What follows belongs to an exercise in optimizing a design on an open flow for small area; a production flow would make more cautious choices.
Where RTL was checked, it was by simulation tests only, not by an equivalence proof against the original.
Power is estimated from default activity; no workload was simulated.

==> inputs of trial 5 <==
## fir_pipeline
module fir_pipeline #(
    parameter DATA_WIDTH  = 24,
    parameter TAP_NUM     = 64,
    parameter COEFF_WIDTH = 26
)(
    input  logic                          clk,
    input  logic                          rst_n,
    input  logic                          in_valid,
    input  logic signed [DATA_WIDTH-1:0]  in_data,
    output logic                          out_valid,
    output logic signed [DATA_WIDTH+15:0] out_data
);
    localparam int NR = TAP_NUM - 2;    
    localparam int AW = 27;             
    function automatic logic signed [COEFF_WIDTH-1:0] coeff(input integer k);
        case (k)
            0: coeff = 26'sd0;
            1: coeff = 26'sd137;
            2: coeff = -26'sd531;
            3: coeff = 26'sd51;
            4: coeff = 26'sd2256;
            5: coeff = -26'sd4368;
            6: coeff = 26'sd1756;
            7: coeff = 26'sd6984;
            8: coeff = -26'sd14653;
            9: coeff = 26'sd9000;
            10: coeff = 26'sd13355;
            11: coeff = -26'sd35455;
            12: coeff = 26'sd28671;
            13: coeff = 26'sd17439;
            14: coeff = -26'sd70614;
            15: coeff = 26'sd71227;
            16: coeff = 26'sd10121;
            17: coeff = -26'sd121666;
            18: coeff = 26'sd150813;
            19: coeff = -26'sd25292;
            20: coeff = -26'sd185871;
            21: coeff = 26'sd286953;
            22: coeff = -26'sd117772;
            23: coeff = -26'sd255456;
            24: coeff = 26'sd515868;
            25: coeff = -26'sd327817;
            26: coeff = -26'sd318777;
            27: coeff = 26'sd953354;
            28: coeff = -26'sd866001;
            29: coeff = -26'sd363288;
            30: coeff = 26'sd2439282;
            31: coeff = -26'sd4406275;
            32: coeff = 26'sd21990352;
            33: coeff = -26'sd4406275;
            34: coeff = 26'sd2439282;
            35: coeff = -26'sd363288;
            36: coeff = -26'sd866001;
            37: coeff = 26'sd953354;
            38: coeff = -26'sd318777;
  ...
==> module fir_pipeline, before the edit <==
module fir_pipeline #(
    parameter DATA_WIDTH  = 24,
    parameter TAP_NUM     = 64,
    parameter COEFF_WIDTH = 26
)(
    input  logic                          clk,
    input  logic                          rst_n,
    input  logic                          in_valid,
    input  logic signed [DATA_WIDTH-1:0]  in_data,
    output logic                          out_valid,
    output logic signed [DATA_WIDTH+15:0] out_data
);
    localparam int NR = TAP_NUM - 2;    
    localparam int AW = 27;             
    function automatic logic signed [COEFF_WIDTH-1:0] coeff(input integer k);
        case (k)
            0: coeff = 26'sd0;
            1: coeff = 26'sd137;
            2: coeff = -26'sd531;
            3: coeff = 26'sd51;
            4: coeff = 26'sd2256;
            5: coeff = -26'sd4368;
            6: coeff = 26'sd1756;
            7: coeff = 26'sd6984;
            8: coeff = -26'sd14653;
            9: coeff = 26'sd9000;
            10: coeff = 26'sd13355;
            11: coeff = -26'sd35455;
            12: coeff = 26'sd28671;
            13: coeff = 26'sd17439;
            14: coeff = -26'sd70614;
            15: coeff = 26'sd71227;
            16: coeff = 26'sd10121;
            17: coeff = -26'sd121666;
            18: coeff = 26'sd150813;
            19: coeff = -26'sd25292;
            20: coeff = -26'sd185871;
            21: coeff = 26'sd286953;
            22: coeff = -26'sd117772;
            23: coeff = -26'sd255456;
            24: coeff = 26'sd515868;
            25: coeff = -26'sd327817;
            26: coeff = -26'sd318777;
            27: coeff = 26'sd953354;
            28: coeff = -26'sd866001;
            29: coeff = -26'sd363288;
            30: coeff = 26'sd2439282;
            31: coeff = -26'sd4406275;
            32: coeff = 26'sd21990352;
            33: coeff = -26'sd4406275;
            34: coeff = 26'sd2439282;
            35: coeff = -26'sd363288;
            36: coeff = -26'sd866001;
            37: coeff = 26'sd953354;
            38: coeff = -26'sd318777;
            39: coeff = -26'sd327817;
            40: coeff = 26'sd515868;
            41: coeff = -26'sd255456;
            42: coeff = -26'sd117772;
            43: coeff = 26'sd286953;
            44: coeff = -26'sd185871;
            45: coeff = -26'sd25292;
            46: coeff = 26'sd150813;
            47: coeff = -26'sd121666;
            48: coeff = 26'sd10121;
            49: coeff = 26'sd71227;
            50: coeff = -26'sd70614;
            51: coeff = 26'sd17439;
            52: coeff = 26'sd28671;
            53: coeff = -26'sd35455;
            54: coeff = 26'sd13355;
            55: coeff = 26'sd9000;
            56: coeff = -26'sd14653;
            57: coeff = 26'sd6984;
            58: coeff = 26'sd1756;
            59: coeff = -26'sd4368;
            60: coeff = 26'sd2256;
            61: coeff = 26'sd51;
            62: coeff = -26'sd531;
            63: coeff = 26'sd137;
            default: coeff = '0;
        endcase
    endfunction
    function automatic logic signed [COEFF_WIDTH-1:0] fold_coeff(input logic [4:0] i);
        fold_coeff = coeff(i + 1);
    endfunction
    function automatic logic [AW-1:0] add3(input logic [AW-1:0] a, input logic [AW-1:0] b,
                                           input logic ci);
        logic c;
        c = ci;
        for (int i = 0; i < AW; i++) begin
            add3[i] = a[i] ^ b[i] ^ c;
            c = (a[i] & b[i]) | (c & (a[i] ^ b[i]));
        end
    endfunction
    logic [DATA_WIDTH-1:0] ring [0:NR-1];    
    logic [DATA_WIDTH-1:0] buf_q;            
    logic [5:0]  v;
    logic [4:0]  j;       
    logic        busy;
    logic        pend;
    logic        clr;
    logic        ov;
    logic [AW-1:0] acc;
    wire [DATA_WIDTH-1:0] head = ring[NR-1];
    wire [DATA_WIDTH-1:0] head_rot = {head[0], head[DATA_WIDTH-1:1]};
    always_ff @(posedge clk) begin
        ring[0] <= busy ? buf_q : (clr ? '0 : head);
        for (int i = 1; i < NR; i++) ring[i] <= ring[i-1];
        if (busy)          buf_q <= head_rot;
        else if (in_valid) buf_q <= in_data;
    end
    wire last_pass = (j == 5'd23);
    wire bit_in    = head[0] ^ last_pass;
    wire [4:0] fi  = v[4:0] ^ {5{v[5]}};
    wire [AW-1:0] coef = AW'(fold_coeff(fi));
    wire [AW-1:0] term = coef & {AW{bit_in}};
    wire first = (v == 6'd0);
    wire shift = first & (j != 5'd0);
    wire [AW-1:0] base = ({acc[AW-1], acc[AW-1:1]} & {AW{shift}}) | (acc & {AW{~first}});
    wire cin = last_pass & (v[5:1] == 5'd0);
    always_ff @(posedge clk or negedge rst_n) begin
        if (!rst_n) begin
            v    <= '0;
            j    <= '0;
            busy <= 1'b0;
            pend <= 1'b0;
            clr  <= 1'b1;
            ov   <= 1'b0;
            acc  <= AW'(1) << 24;    
        end else begin
            ov <= in_valid;
            if (in_valid) pend <= 1'b1;
            if (!busy) begin
                v <= (v == 6'd62) ? 6'd0 : (v == 6'd31) ? 6'd33 : v + 6'd1;
                if (v == 6'd62) begin
                    clr <= 1'b0;
                    if (pend && !clr) begin
                        busy <= 1'b1;
                        pend <= 1'b0;
                    end
                end
            end else if (j == 5'd24) begin
                busy <= 1'b0;
                j    <= '0;
                v    <= 6'd2;
            end else begin
                v   <= (v == 6'd31) ? 6'd33 : v + 6'd1;
                acc <= add3(base, term, cin);
                if (v == 6'd63) j <= j + 5'd1;
            end
        end
    end
    wire [AW-2:0] res = acc[AW-1:1] - (AW-1)'(1 << 23);
    assign out_valid = ov;
    assign out_data  = {{(DATA_WIDTH+16-(AW-1)){res[AW-2]}}, res};
endmodule
clock: 10.0 ns
lec_check: 0
abc_area: 1
cap_margin: 20
core_margin: 2
core_utilization: 40
cts_buf_list: sky130_fd_sc_hd__clkbuf_8
cts_cluster_diameter: 50
cts_cluster_size: 20
slew_margin: 20
run.sh (not shown) runs the stock make flow with config.mk's settings and CLKGATE_MAP_FILE= SYNTH_SCRIPT=/design/flow/synth_recipe.tcl, a recipe that flattens the netlist after the stock synthesis.
==> build 36 (differences from trial 5) <==
--- a/flow/design.v
+++ b/flow/design.v
@@ -14,2 +14,4 @@
     localparam int AW = 27;             
+    localparam int LW = 13;             
+    localparam int HW = AW - LW;        
     function automatic logic signed [COEFF_WIDTH-1:0] coeff(input integer k);
@@ -86,8 +88,18 @@
     endfunction
-    function automatic logic [AW-1:0] add3(input logic [AW-1:0] a, input logic [AW-1:0] b,
-                                           input logic ci);
+    function automatic logic [LW:0] add_lo(input logic [LW-1:0] a, input logic [LW-1:0] b,
+                                          input logic ci);
         logic c;
         c = ci;
-        for (int i = 0; i < AW; i++) begin
-            add3[i] = a[i] ^ b[i] ^ c;
+        for (int i = 0; i < LW; i++) begin
+            add_lo[i] = a[i] ^ b[i] ^ c;
+            c = (a[i] & b[i]) | (c & (a[i] ^ b[i]));
+        end
+        add_lo[LW] = c;
+    endfunction
+    function automatic logic [HW-1:0] add_hi(input logic [HW-1:0] a, input logic [HW-1:0] b,
+                                            input logic ci);
+        logic c;
+        c = ci;
+        for (int i = 0; i < HW; i++) begin
+            add_hi[i] = a[i] ^ b[i] ^ c;
             c = (a[i] & b[i]) | (c & (a[i] ^ b[i]));
@@ -104,2 +116,3 @@
     logic [AW-1:0] acc;
+    logic        cs;
     wire [DATA_WIDTH-1:0] head = ring[NR-1];
@@ -109,14 +122,27 @@
         for (int i = 1; i < NR; i++) ring[i] <= ring[i-1];
-        if (busy)          buf_q <= head_rot;
-        else if (in_valid) buf_q <= in_data;
+        buf_q <= (head_rot & {DATA_WIDTH{busy}}) | (in_data & {DATA_WIDTH{~busy & in_valid}})
+               | (buf_q & {DATA_WIDTH{~busy & ~in_valid}});
     end
+    localparam logic [AW-1:0] FIX = AW'(2) - (AW'(1) << 24);
     wire last_pass = (j == 5'd23);
-    wire bit_in    = head[0] ^ last_pass;
+    wire tail      = (j == 5'd24);
+    wire act       = busy & ~tail;
+    wire bit_in    = (head[0] ^ last_pass) & act;
     wire [4:0] fi  = v[4:0] ^ {5{v[5]}};
     wire [AW-1:0] coef = AW'(fold_coeff(fi));
-    wire [AW-1:0] term = coef & {AW{bit_in}};
-    wire first = (v == 6'd0);
+    wire [AW-1:0] term = (coef & {AW{bit_in}}) | (FIX & {AW{tail}});
+    wire first = (v == 6'd0) & act;
     wire shift = first & (j != 5'd0);
-    wire [AW-1:0] base = ({acc[AW-1], acc[AW-1:1]} & {AW{shift}}) | (acc & {AW{~first}});
-    wire cin = last_pass & (v[5:1] == 5'd0);
+    wire keep  = ~first & ~clr;
+    wire [LW-1:0] lo = acc[LW-1:0];
+    wire [HW-1:0] hi = acc[AW-1:LW];
+    wire [LW-1:0] lo_base = ({hi[0] ^ cs, lo[LW-1:1]} & {LW{shift}}) | (lo & {LW{keep}});
+    wire [HW-1:0] hi_base = ({hi[HW-1], hi[HW-1:1]} & {HW{shift}}) | (hi & {HW{keep}});
+    wire hc  = cs & (keep | (shift & hi[0]));
+    wire [LW:0]   lo_sum = add_lo(lo_base, term[LW-1:0], 1'b0);
+    wire [HW-1:0] hi_sum = add_hi(hi_base, term[AW-1:LW], hc);
+    always_ff @(posedge clk) begin
+        acc <= {hi_sum, lo_sum[LW-1:0]};
+        cs  <= lo_sum[LW];
+    end
     always_ff @(posedge clk or negedge rst_n) begin
@@ -129,3 +155,2 @@
             ov   <= 1'b0;
-            acc  <= AW'(1) << 24;    
         end else begin
@@ -142,3 +167,3 @@
                 end
-            end else if (j == 5'd24) begin
+            end else if (tail) begin
                 busy <= 1'b0;
@@ -147,4 +172,3 @@
             end else begin
-                v   <= (v == 6'd31) ? 6'd33 : v + 6'd1;
-                acc <= add3(base, term, cin);
+                v <= (v == 6'd31) ? 6'd33 : v + 6'd1;
                 if (v == 6'd63) j <= j + 5'd1;
@@ -153,5 +177,4 @@
     end
-    wire [AW-2:0] res = acc[AW-1:1] - (AW-1)'(1 << 23);
     assign out_valid = ov;
-    assign out_data  = {{(DATA_WIDTH+16-(AW-1)){res[AW-2]}}, res};
+    assign out_data  = {{(DATA_WIDTH+16-(AW-1)){acc[AW-1]}}, acc[AW-1:1]};
 endmodule
- CORE_UTILIZATION: 40 -> 50
- CTS_CLUSTER_DIAMETER: 50 -> 80
==> trial 87 (differences from trial 5) <==
--- a/flow/design.v
+++ b/flow/design.v
@@ -14,2 +14,4 @@
     localparam int AW = 27;             
+    localparam int LW = 13;             
+    localparam int HW = AW - LW;        
     function automatic logic signed [COEFF_WIDTH-1:0] coeff(input integer k);
@@ -86,8 +88,18 @@
     endfunction
-    function automatic logic [AW-1:0] add3(input logic [AW-1:0] a, input logic [AW-1:0] b,
-                                           input logic ci);
+    function automatic logic [LW:0] add_lo(input logic [LW-1:0] a, input logic [LW-1:0] b,
+                                          input logic ci);
         logic c;
         c = ci;
-        for (int i = 0; i < AW; i++) begin
-            add3[i] = a[i] ^ b[i] ^ c;
+        for (int i = 0; i < LW; i++) begin
+            add_lo[i] = a[i] ^ b[i] ^ c;
+            c = (a[i] & b[i]) | (c & (a[i] ^ b[i]));
+        end
+        add_lo[LW] = c;
+    endfunction
+    function automatic logic [HW-1:0] add_hi(input logic [HW-1:0] a, input logic [HW-1:0] b,
+                                            input logic ci);
+        logic c;
+        c = ci;
+        for (int i = 0; i < HW; i++) begin
+            add_hi[i] = a[i] ^ b[i] ^ c;
             c = (a[i] & b[i]) | (c & (a[i] ^ b[i]));
@@ -104,2 +116,3 @@
     logic [AW-1:0] acc;
+    logic        cs;
     wire [DATA_WIDTH-1:0] head = ring[NR-1];
@@ -109,7 +122,8 @@
         for (int i = 1; i < NR; i++) ring[i] <= ring[i-1];
-        if (busy)          buf_q <= head_rot;
-        else if (in_valid) buf_q <= in_data;
+        buf_q <= (head_rot & {DATA_WIDTH{busy}}) | (in_data & {DATA_WIDTH{~busy & in_valid}})
+               | (buf_q & {DATA_WIDTH{~busy & ~in_valid}});
     end
     wire last_pass = (j == 5'd23);
-    wire bit_in    = head[0] ^ last_pass;
+    wire tail      = (j == 5'd24);
+    wire bit_in    = (head[0] ^ last_pass) & ~tail;
     wire [4:0] fi  = v[4:0] ^ {5{v[5]}};
@@ -117,6 +131,13 @@
     wire [AW-1:0] term = coef & {AW{bit_in}};
-    wire first = (v == 6'd0);
+    wire first = (v == 6'd0) & ~tail;
     wire shift = first & (j != 5'd0);
-    wire [AW-1:0] base = ({acc[AW-1], acc[AW-1:1]} & {AW{shift}}) | (acc & {AW{~first}});
+    wire keep  = ~first;
+    wire [LW-1:0] lo = acc[LW-1:0];
+    wire [HW-1:0] hi = acc[AW-1:LW];
+    wire [LW-1:0] lo_base = ({hi[0] ^ cs, lo[LW-1:1]} & {LW{shift}}) | (lo & {LW{keep}});
+    wire [HW-1:0] hi_base = ({hi[HW-1], hi[HW-1:1]} & {HW{shift}}) | (hi & {HW{keep}});
+    wire hc  = cs & (keep | (shift & hi[0]));
     wire cin = last_pass & (v[5:1] == 5'd0);
+    wire [LW:0]   lo_sum = add_lo(lo_base, term[LW-1:0], cin);
+    wire [HW-1:0] hi_sum = add_hi(hi_base, term[AW-1:LW], hc);
     always_ff @(posedge clk or negedge rst_n) begin
@@ -130,2 +151,3 @@
             acc  <= AW'(1) << 24;    
+            cs   <= 1'b0;
         end else begin
@@ -142,10 +164,13 @@
                 end
-            end else if (j == 5'd24) begin
-                busy <= 1'b0;
-                j    <= '0;
-                v    <= 6'd2;
             end else begin
-                v   <= (v == 6'd31) ? 6'd33 : v + 6'd1;
-                acc <= add3(base, term, cin);
-                if (v == 6'd63) j <= j + 5'd1;
+                acc <= {hi_sum, lo_sum[LW-1:0]};
+                cs  <= lo_sum[LW];
+                if (tail) begin
+                    busy <= 1'b0;
+                    j    <= '0;
+                    v    <= 6'd2;
+                end else begin
+                    v <= (v == 6'd31) ? 6'd33 : v + 6'd1;
+                    if (v == 6'd63) j <= j + 5'd1;
+                end
             end
==> summary of the runs <==
- Trial 5 completed, yet does not pass: setup timing. Build 36 passed the timing, DRC and antenna checks. Trial 87 passed the timing, DRC and antenna checks.
- The lowest global-route usage belongs to trial 5, the highest to build 36.
- Critical path depth: build 36 < trial 87 < trial 5.
- Against trial 5, the design area of trial 87 is lower by about 3%.
- Via count, lowest first: build 36, trial 5, trial 87.
- Between build 36 and trial 87, the lower total power is in build 36 (gap 5.5%, measured against trial 87).
- The lowest non-clock buffer count belongs to build 36, the highest to trial 5.
- Sequential share of layout area, highest first: build 36, trial 87, trial 5.
- Synthesized cell count, highest first: trial 87, trial 5, build 36.
- Count of clock-buffer cells in the layout: build 36 < trial 87 < trial 5.
==> figures <==
quantity                                                          trial 87      build 36          trial 5
Status                                    no timing/DRC/antenna violations  no timing/DRC/antenna violations  failed layout checks
Layout check failures                                                    -             -     setup timing
Mapped Area                                                   0.03586 mm^2  0.03518 mm^2     0.03579 mm^2
Number of storage elements in the synthesis netlist                   1555          1555             1554
Routing usage on met1                                               18.00%        21.59%           17.36%
Multi-input combinational cell count                                   632           504              571
Cells after Synth                                                     2360          2251             2295
Post-synth top area share                                           84.41%        87.64%           83.24%
Mean number of vias per cell                                         4.151         4.318            4.035
CTS buffer count                                                       100            90              102
Timing endpoint of the critical path                               acc[12]       acc[12]          acc[26]
Number of placed instances with taps included                         3522          3192             3572
Relative contribution of combinational cells to total power           0.4%          0.4%             0.3%
Final period demand of the worst path                             9.110 ns      8.129 ns         11.28 ns
Share of the yosys chip area belonging to registers                 87.41%        88.71%           88.20%
Detail Placement HPWL                                             33060 um      31940 um         31550 um
Area fraction in and, or, nand and nor cells after synthesis        4.637%        3.827%           4.958%
Worst hold path endpoint                                      ring[41][23]  ring[42][20]      ring[4][18]
Clock Buffer Count                                                     106            93              108
Non-clk buf share                                                   1.894%        1.913%           4.160%
Count of flip-flops with a built-in enable after synthesis               0             0               24
The RTL of trial 5 and trial 87 was laid out without a check of its function.

[afterwards: timing with drivers on the ports]
Ports are ideal in the flow. The routed layouts listed here were re-timed in OpenROAD.
Step 1 (the two cells are an assumption about what drives the block):
set clk [get_ports {clk}]
set_driving_cell -lib_cell sky130_fd_sc_hd__clkbuf_16 $clk
set_driving_cell -lib_cell sky130_fd_sc_hd__buf_2 [delete_from_list [all_inputs] $clk]
Step 2 times the ports against the registers' clock, not the clock port: input delays grow and output delays shrink by t, the midpoint of the rising clock arrivals with the driver on.
a / b / c = ideal ports / drivers / drivers and shift; a / b = the first two.
run | t (ns) | setup slack, ns | worst setup path at the end | worst slew at a driven data input, ns | cell pins on the clock port's net
trial 5 | 0.782 | -1.279 / -1.279 / -1.279 | register to register | 0.08 | 1
build 36 | 0.760 | 1.871 / 1.871 / 1.871 | register to register | 0.09 | 1
trial 87 | 0.800 | 0.890 / 0.890 / 0.890 | register to register | 0.11 | 1
